This is an optimization exercise on Yosys and OpenROAD, whose aim is a short achievable clock period and few clock cycles, not a production implementation.
For this run, only the layout was checked, not whether the RTL still works.

$ cat flow/config.mk
export PLATFORM = sky130hd
export DESIGN_NAME = processor
export DESIGN_NICKNAME = processor
export VERILOG_FILES = /design/flow/design.v
export SDC_FILE = /design/flow/constraint.sdc
export NUM_CORES = 4
export LEC_CHECK = 0
export CAP_MARGIN = 20
export CORE_MARGIN = 2
export CORE_UTILIZATION = 40
export SLEW_MARGIN = 20
$ cat flow/constraint.sdc
create_clock -name core_clock -period 150.0 [get_ports {clk}]
set_input_delay 30.0000 -clock core_clock [delete_from_list [all_inputs] [get_ports {clk}]]
set_output_delay 30.0000 -clock core_clock [all_outputs]
set_load 0.01 [all_outputs]
$ cat flow/design.v
`default_nettype none
module processor( input         clk, reset,
                  output [31:0] PC,
                  input  [31:0] instruction,
                  output        WE,
                  output [31:0] address_to_mem,
                  output [31:0] data_to_mem,
                  input  [31:0] data_from_mem
                );
    localparam K_ADD = 4'd0, K_SUB = 4'd1, K_AND = 4'd2, K_SLT = 4'd3,
               K_SLL = 4'd4, K_SRL = 4'd5, K_SRA = 4'd6, K_DIV = 4'd7,
               K_PASS = 4'd8, K_MEM = 4'd9, K_JALR = 4'd10;
    reg  [31:0] pc_q;
    reg         mc_q;           
    reg         s2_v;           
    reg         s2_wen;         
    reg  [3:0]  s2_k;
    reg  [4:0]  s2_rd;
    reg  [31:0] s2_a, s2_b;
    reg  [31:0] sd_q;           
    reg         we_q;
    reg         d_rem, d_first;
    reg  [31:0] d_r, d_q;
    reg  [1:0]  d_idx;          
    reg  [31:0] rf [1:31];
    assign PC = pc_q;
    assign WE = we_q;
    assign data_to_mem = sd_q;
    wire [31:0] pc4 = pc_q + 32'd4;
    wire [31:0] sum  = s2_a + s2_b;
    wire [31:0] diff = s2_a - s2_b;
    wire        slt  = $signed(s2_a) < $signed(s2_b);
    wire        big  = |s2_b[31:5];
    wire [31:0] shl  = big ? 32'd0 : (s2_a << s2_b[4:0]);
    wire [31:0] shr  = big ? 32'd0 : (s2_a >> s2_b[4:0]);
    wire signed [31:0] s2_as = s2_a;
    wire [31:0] sra0 = s2_as >>> s2_b[4:0];
    wire [31:0] sra  = big ? {32{s2_a[31]}} : sra0;
    assign address_to_mem = sum;
    wire [31:0] mag_a = s2_a[31] ? -s2_a : s2_a;
    wire [31:0] mag_b = s2_b[31] ? -s2_b : s2_b;
    wire [33:0] mag_b3 = {2'b00, mag_b} + {1'b0, mag_b, 1'b0};
    function [35:0] r16;        
        input [31:0] r;
        input [3:0]  nib;
        input [31:0] b;
        input [33:0] b3;
        reg   [36:0] rn, y;
        reg   [36:0] m0, m1;
        reg   [15:0] ge;
        reg   [31:0] ro;
        reg   [3:0]  q;
        integer k;
        begin
            rn = ~{1'b0, r, nib};               
            ge = 16'd1;
            ro = {r[27:0], nib};
            q  = 4'd0;
            for (k = 1; k < 16; k = k + 1) begin
                case (k[3:2])
                    2'd0: m0 = 37'd0;
                    2'd1: m0 = {3'd0, b, 2'd0};
                    2'd2: m0 = {2'd0, b, 3'd0};
                    default: m0 = {1'b0, b3, 2'd0};
                endcase
                case (k[1:0])
                    2'd0: m1 = 37'd0;
                    2'd1: m1 = {5'd0, b};
                    2'd2: m1 = {4'd0, b, 1'b0};
                    default: m1 = {3'd0, b3};
                endcase
                y = rn + m0 + m1;               
                ge[k] = y[36];                  
            end
            for (k = 1; k < 16; k = k + 1) begin
                case (k[3:2])
                    2'd0: m0 = 37'd0;
                    2'd1: m0 = {3'd0, b, 2'd0};
                    2'd2: m0 = {2'd0, b, 3'd0};
                    default: m0 = {1'b0, b3, 2'd0};
                endcase
                case (k[1:0])
                    2'd0: m1 = 37'd0;
                    2'd1: m1 = {5'd0, b};
                    2'd2: m1 = {4'd0, b, 1'b0};
                    default: m1 = {3'd0, b3};
                endcase
                y = rn + m0 + m1;
                if (ge[k] && (k == 15 || !ge[(k + 1) % 16])) begin
                    ro = ~y[31:0];
                    q  = k;
                end
            end
            r16 = {q, ro};
        end
    endfunction
    wire        t1 = (mag_a >> 8)  < mag_b;
    wire        t2 = (mag_a >> 16) < mag_b;
    wire        t3 = (mag_a >> 24) < mag_b;
    reg  [31:0] f_r;
    reg  [7:0]  f_byte;
    reg  [1:0]  f_idx;          
    always @(*) begin
        if (t1)      begin f_r = {8'd0, mag_a[31:8]};  f_byte = mag_a[7:0];   f_idx = 2'd0; end
        else if (t2) begin f_r = {16'd0, mag_a[31:16]}; f_byte = mag_a[15:8];  f_idx = 2'd1; end
        else if (t3) begin f_r = {24'd0, mag_a[31:24]}; f_byte = mag_a[23:16]; f_idx = 2'd2; end
        else         begin f_r = 32'd0;                 f_byte = mag_a[31:24]; f_idx = 2'd3; end
    end
    wire [31:0] b_r    = d_first ? f_r : d_r;
    wire [7:0]  b_byte = d_first ? f_byte : mag_a[{d_idx, 3'd0} +: 8];
    wire [31:0] b_q    = d_first ? 32'd0 : d_q;
    wire [35:0] dg1 = r16(b_r, b_byte[7:4], mag_b, mag_b3);
    wire [35:0] dg2 = r16(dg1[31:0], b_byte[3:0], mag_b, mag_b3);
    wire [31:0] o_r = dg2[31:0];
    wire [31:0] o_q = {b_q[23:0], dg1[35:32], dg2[35:32]};
    wire [1:0]  c_idx  = d_first ? f_idx : d_idx;
    wire        d_bz   = s2_b == 32'd0;
    wire        d_done = d_bz | (c_idx == 2'd0);
    wire        d_sa   = s2_a[31];
    wire        d_sq   = s2_a[31] ^ s2_b[31];
    wire [31:0] d_x    = d_bz ? (d_rem ? s2_a : 32'hffffffff) : (d_rem ? o_r : o_q);
    wire        d_neg  = !d_bz & (d_rem ? d_sa : d_sq);
    wire [31:0] d_res  = (d_x ^ {32{d_neg}}) + {31'd0, d_neg};
    reg [31:0] s2_res;
    always @(*) begin
        case (s2_k)
            K_ADD:   s2_res = sum;
            K_SUB:   s2_res = diff;
            K_AND:   s2_res = s2_a & s2_b;
            K_SLT:   s2_res = {31'd0, slt};
            K_SLL:   s2_res = shl;
            K_SRL:   s2_res = shr;
            K_SRA:   s2_res = sra;
            K_DIV:   s2_res = d_res;
            K_JALR:  s2_res = pc4;
            default: s2_res = s2_a;
        endcase
    end
    wire s2_isdiv = s2_v && s2_k == K_DIV;
    wire stall    = s2_isdiv && !d_done;
    wire s2_write = s2_v && s2_wen && !stall;
    always @(posedge clk)
        if (s2_write) rf[s2_rd] <= s2_res;
    always @(posedge clk or posedge reset) begin
        if (reset) d_first <= 1'b0;
        else       d_first <= !stall;     
    end
    always @(posedge clk) begin
        if (stall) begin
            d_r   <= o_r;
            d_q   <= o_q;
            d_idx <= c_idx - 2'd1;
        end
    end
    wire [6:0] op  = instruction[6:0];
    wire [2:0] f3  = instruction[14:12];
    wire [6:0] f7  = instruction[31:25];
    wire [4:0] rd  = instruction[11:7];
    wire [4:0] ra1 = instruction[19:15];
    wire [4:0] ra2 = instruction[24:20];
    wire is_r    = op == 7'b0110011;
    wire is_addi = op == 7'b0010011;
    wire is_br   = op == 7'b1100011;
    wire is_lw   = op == 7'b0000011;
    wire is_sw   = op == 7'b0100011;
    wire is_lui  = op == 7'b0110111;
    wire is_jal  = op == 7'b1101111;
    wire is_jalr = op == 7'b1100111;
    wire is_aui  = op == 7'b0010111;
    wire [31:0] imm_i = {{20{instruction[31]}}, instruction[31:20]};
    wire [31:0] imm_s = {{20{instruction[31]}}, instruction[31:25], instruction[11:7]};
    wire [31:0] imm_b = {{20{instruction[31]}}, instruction[7], instruction[30:25], instruction[11:8], 1'b0};
    wire [31:0] imm_u = {instruction[31:12], 12'd0};
    wire [31:0] imm_j = {{12{instruction[31]}}, instruction[19:12], instruction[20], instruction[30:21], 1'b0};
    wire fw1 = s2_write && s2_rd == ra1;
    wire fw2 = s2_write && s2_rd == ra2;
    wire [31:0] rv1 = fw1 ? s2_res : (ra1 == 5'd0) ? 32'd0 : rf[ra1];
    wire [31:0] rv2 = fw2 ? s2_res : (ra2 == 5'd0) ? 32'd0 : rf[ra2];
    wire beq_t = rv1 == rv2;
    wire blt_t = $signed(rv1) < $signed(rv2);
    wire taken = (f3 == 3'b000) ? beq_t : (f3 == 3'b100) ? blt_t : 1'b0;
    wire [31:0] br_tgt  = pc_q + imm_b;
    wire [31:0] jal_tgt = pc_q + imm_j;
    wire two   = is_lw | is_sw | is_jalr;     
    wire first = two & !mc_q;                
    reg        n_v, n_wen;
    reg [3:0]  n_k;
    reg [31:0] n_a, n_b;
    wire       mdiv = f7 == 7'b0000001;
    always @(*) begin
        n_v = 1'b1; n_wen = rd != 5'd0; n_k = K_ADD; n_a = rv1; n_b = rv2;
        if (is_r) begin
            if (mdiv) begin
                n_k = K_DIV;
            end else case (f3)
                3'b000:  n_k = f7[5] ? K_SUB : K_ADD;
                3'b111:  n_k = K_AND;
                3'b010:  n_k = K_SLT;
                3'b001:  n_k = K_SLL;
                3'b101:  n_k = f7[5] ? K_SRA : K_SRL;
                default: n_k = K_ADD;
            endcase
        end else if (is_addi) begin
            n_b = imm_i;
        end else if (is_lui) begin
            n_k = K_PASS; n_a = imm_u;
        end else if (is_aui) begin
            n_a = pc_q; n_b = imm_u;
        end else if (is_jal) begin
            n_k = K_PASS; n_a = pc4;
        end else if (is_jalr) begin
            n_k = K_JALR; n_b = imm_i;
            if (mc_q) n_v = 1'b0;
        end else if (is_lw) begin
            n_k = K_MEM; n_b = imm_i; n_wen = 1'b0;
            if (mc_q) begin n_k = K_PASS; n_a = data_from_mem; n_wen = rd != 5'd0; end
        end else if (is_sw) begin
            n_k = K_MEM; n_b = imm_s; n_wen = 1'b0;
            if (mc_q) n_v = 1'b0;
        end else begin
            n_v = 1'b0;
        end
    end
    wire jalr2 = is_jalr & mc_q;
    reg [31:0] pc_n;
    always @(*) begin
        if (is_jal)               pc_n = jal_tgt;
        else if (is_br && taken)  pc_n = br_tgt;
        else if (jalr2)           pc_n = sum;
        else                      pc_n = pc4;
    end
    always @(posedge clk or posedge reset) begin
        if (reset) begin
            pc_q <= 32'd0;
            mc_q <= 1'b0;
            s2_v <= 1'b0;
            we_q <= 1'b0;
        end else if (!stall) begin
            if (!first) pc_q <= pc_n;
            mc_q <= first;
            s2_v <= n_v;
            we_q <= is_sw & !mc_q;
        end
    end
    always @(posedge clk) begin
        if (!stall) begin
            s2_wen <= n_wen;
            s2_k   <= n_k;
            s2_rd  <= rd;
            s2_a   <= n_a;
            s2_b   <= n_b;
            sd_q   <= rv2;
            d_rem  <= f3[1];
        end
    end
endmodule
`default_nettype wire
$ cat flow/flow/run.sh
#!/bin/bash
# The standard ORFS layout (the standard.sh), with repair_timing asked to
# keep a setup margin: the I/O delays are fixed at 30 ns, so at the 150 ns
# clock every path has a large positive slack and the resizer would otherwise
# leave the critical paths alone.
set -euo pipefail
bash standard.sh SETUP_SLACK_MARGIN=116 finish > standard_make.log 2>&1
$ cat flow/standard.sh
#!/bin/bash
# synth_recipe.tcl (not shown) runs the flow's synth.tcl, then flattens the netlist and writes it again
# the make line also repeats each setting of config.mk as NAME=value (left out here)
make -C /OpenROAD-flow-scripts/flow DESIGN_CONFIG=/design/flow/config.mk WORK_HOME=/design/flow/orfs CLKGATE_MAP_FILE= SYNTH_SCRIPT=/design/flow/synth_recipe.tcl "${@:-finish}"
==> reports/metrics.csv <==
metric,value,unit
slew_headroom,0.124,
clk_pin_slew,0.07,ns
critical_path_peak_fanout,5,
dp_hpwl,481000,µm
grt_first_pass_wirelength,924000,µm
critPathKind,flip-flop to primary output,
rr_endpoint,pc_q[15],
synth.distinct_cells,143,
setup_viol,0,
cp-endpoint,address_to_mem[30],
final_max_slew_viol_count,0,
slowest_stage,edfxtp_1,
cp.depth,33,
hold_viol,0,
io_pins,163,
routedWlPerCell,35.3,µm
core_area,324000,µm²
critPathTopFamily,compound AO/OA/AOI/OAI gates,
tns,0,ns
required,120.00,ns
routed_wl,670000,µm
syn_area_per_cell,9.18,µm²
vias,130000,
syn-num-nets,15400,
place.gp.congestion,1.05,
rsz0062_at_grt,true,
ys.flop_type,edfxtp_1,
grt_max_degree,113,
synth_edf_count,1157,
drive_gt1_frac,0.140,
crit_start,s2_b[2],
ys_async_sr_fraction,0.0302,
die_h,575,µm
dieArea,331000,µm²
clock_path_buffers,3,
ys_seq_elements,1193,
cp-start-kind,flip-flop,
fill_cells,31200,
ff2ff_setup_slack,116.90,ns
netlist_instances,14200,
grt_usage,0.390,
postCtsHoldBufs,0,
synth_area_leaders,"edfxtp_1 27%, ha_1 11%, mux4_2 9.1%",
syn2layout_area_growth,13.9,%
yosysSeqAreaShare,0.273,
drc,0,
worst_r2r_path_depth,116,
numCtsBuffers,119,
initial_core_util,0.402,
fin_crit_sh,0.241,
post-place-ws,112.20,ns
r2r_start,s2_b[0],
skew,0.148,ns
synth_area_leader_cell,edfxtp_1,
fin_ws,113.91,ns
status,"complete, no violations",
grt_overflow,0,
cts_tree,yes,
synth_top_area_frac,0.266,
root_buffer,clkbuf_16,
ant_nets,0,
antenna_found_initial,40,
drtIter0Drc,18300,
drv_cap,0,
cp-end-kind,primary output,
yosys-top-cells-count,"1,377 x a21oi_1, 1,202 x nor2_1, 1,157 x edfxtp_1",
crit_buf_inv,2,
ys_warn_count,1,
first_global_vias,120000,
clkLatencyLatePin,0.84,ns
slowest_delay,0.45,ns
die_x,575,µm
std_cell_rows,209,
yosysMostFrequentCell,a21oi_1,
worstMarginPinSlew,1.31,ns
vias_per_cell,6.85,
regArea,35600,µm²
nets,15700,
cp.arrival,6.09,ns
multi_input_area,92100,µm²
cts_sinks,1193,
hp-class,flip-flop to flip-flop,
cts-htree-levels,3,
fmax,27.7,MHz
port_buffers,162,
dr.pass1.iters,8,
period_needed,36.09,ns
syn-cell-area,130000,µm²
-- repair_timing --
action,CTS,global route
setup endpoints to repair,74,54
endpoints found under the hold margin,0,0
gates resized for setup,359,97
pin swaps,78,67
buffers inserted,102,52
gates cloned,56,4
-- worst min-delay path by stage --
| stage | end | startpoint | cells after the start |
|---|---|---|---|
| 6_report | d_q[19] | d_q[11] | 1 |
| 5_1_grt | d_q[14] | d_q[6] | 1 |
| 4_1_cts | d_q[19] | d_q[11] | 1 |
| 3_5_place_dp | d_q[19] | d_q[11] | 1 |
| 3_3_place_gp | d_q[19] | d_q[11] | 1 |
| 2_1_floorplan | we_q | we_q | 2 |
-- state kept, by name (all words and copies together), names as in the netlist --
signal and cells:
s2_k 4, d_rem 1, rf 992, d_r 32, s2_v 1, s2_a 32
d_q 24, d_idx 2, we_q 1, s2_wen 1, pc_q 32, s2_rd 5
mc_q 1, sd_q 32, s2_b 32, d_first 1
-- cell type report --
type | instances | share of cell area
Clock inverter | 85 | 0.00691
Antenna cell | 31 | 0.000522
Clock buffer | 141 | 0.0207
Multi-Input combinational cell | 11800 | 0.620
Timing Repair Buffer | 870 | 0.0613
Timing Repair inverter | 4 | 0.000236
Tap cell | 4325 | 0.0364
Inverter | 562 | 0.0145
Sequential cell | 1193 | 0.240
-- stage by stage --
stage,hold slack (ns),std cells,cell area [µm²],util
after CTS,0.624,18900,148000,0.455
final,0.624,19000,149000,0.458
after detailed placement,0.607,18500,140000,0.431
after global placement,0.609,18500,140000,0.430
after global routing,0.646,19000,149000,0.458
after floorplan,0.517,14200,132000,-
-- layout by cell type, fill, tap and decap left out, types with 128 or more instances in the layout --
cell type / synthesis / layout
o21bai_1: 250 / 250
o211ai_1: 158 / 158
a211oi_1: 221 / 210
buf_4: 15 / 580
mux4_2: 525 / 525
a31oi_1: 142 / 134
a21oi_1: 1377 / 1302
nor2_1: 1202 / 1142
nor2b_1: 164 / 162
xor2_1: 342 / 336
edfxtp_1: 1157 / 1157
nand2b_1: 193 / 191
ha_1: 1123 / 1111
nor3_1: 321 / 314
a21o_1: 437 / 437
clkdlybuf4s50_1: 0 / 128
o21ai_0: 899 / 818
inv_1: 542 / 534
xnor2_1: 729 / 670
nand3_1: 251 / 251
o21a_1: 163 / 162
mux2i_1: 326 / 313
nand2_1: 912 / 904
-- layer usage --
metal	part of all wire	up-vias	wire length, µm	global-route usage
li1	-	55600	-	-
met1	0.37	63000	245000	0.483
met2	0.42	9085	284000	0.584
met3	0.11	2312	76900	0.0889
met4	0.096	26	64300	0.308
met5	0.00025	-	167	0
-- logic make-up after synthesis --
logic type	synth area share
simple gates	0.136
fa+ha+maj	0.113
buf+inv	0.0375
compound gates	0.250
xor+xnor	0.0721
mux	0.119
flops	0.273

## what the ideal ports hide
The flow's constraints put no driver on any port. The routed layout listed below was extracted and timed again, unchanged, in two steps.
Step 1, drivers: a clkbuf_16 drives clk and a buf_2 each remaining input, both assumed.
Step 2 adds t to the input delays and takes it off the output delays; t is the mean of the earliest and latest rising clock arrival at the registers after step 1. Input paths then give back, and output paths get back, about the clock's delay inside the block.
Three values: ideal ports, drivers, drivers and shift; two values: the first two.
t (ns): 0.855
slack for setup (ns): 113.914 / 113.824 / 114.550
worst setup path after step 2: input to register
worst slew at a driven data input, ns: 0.37
After both steps setup and hold are still met in this run. For this run, drivers alone change the setup slack by -0.090 ns; drivers and shift together by +0.636 ns.
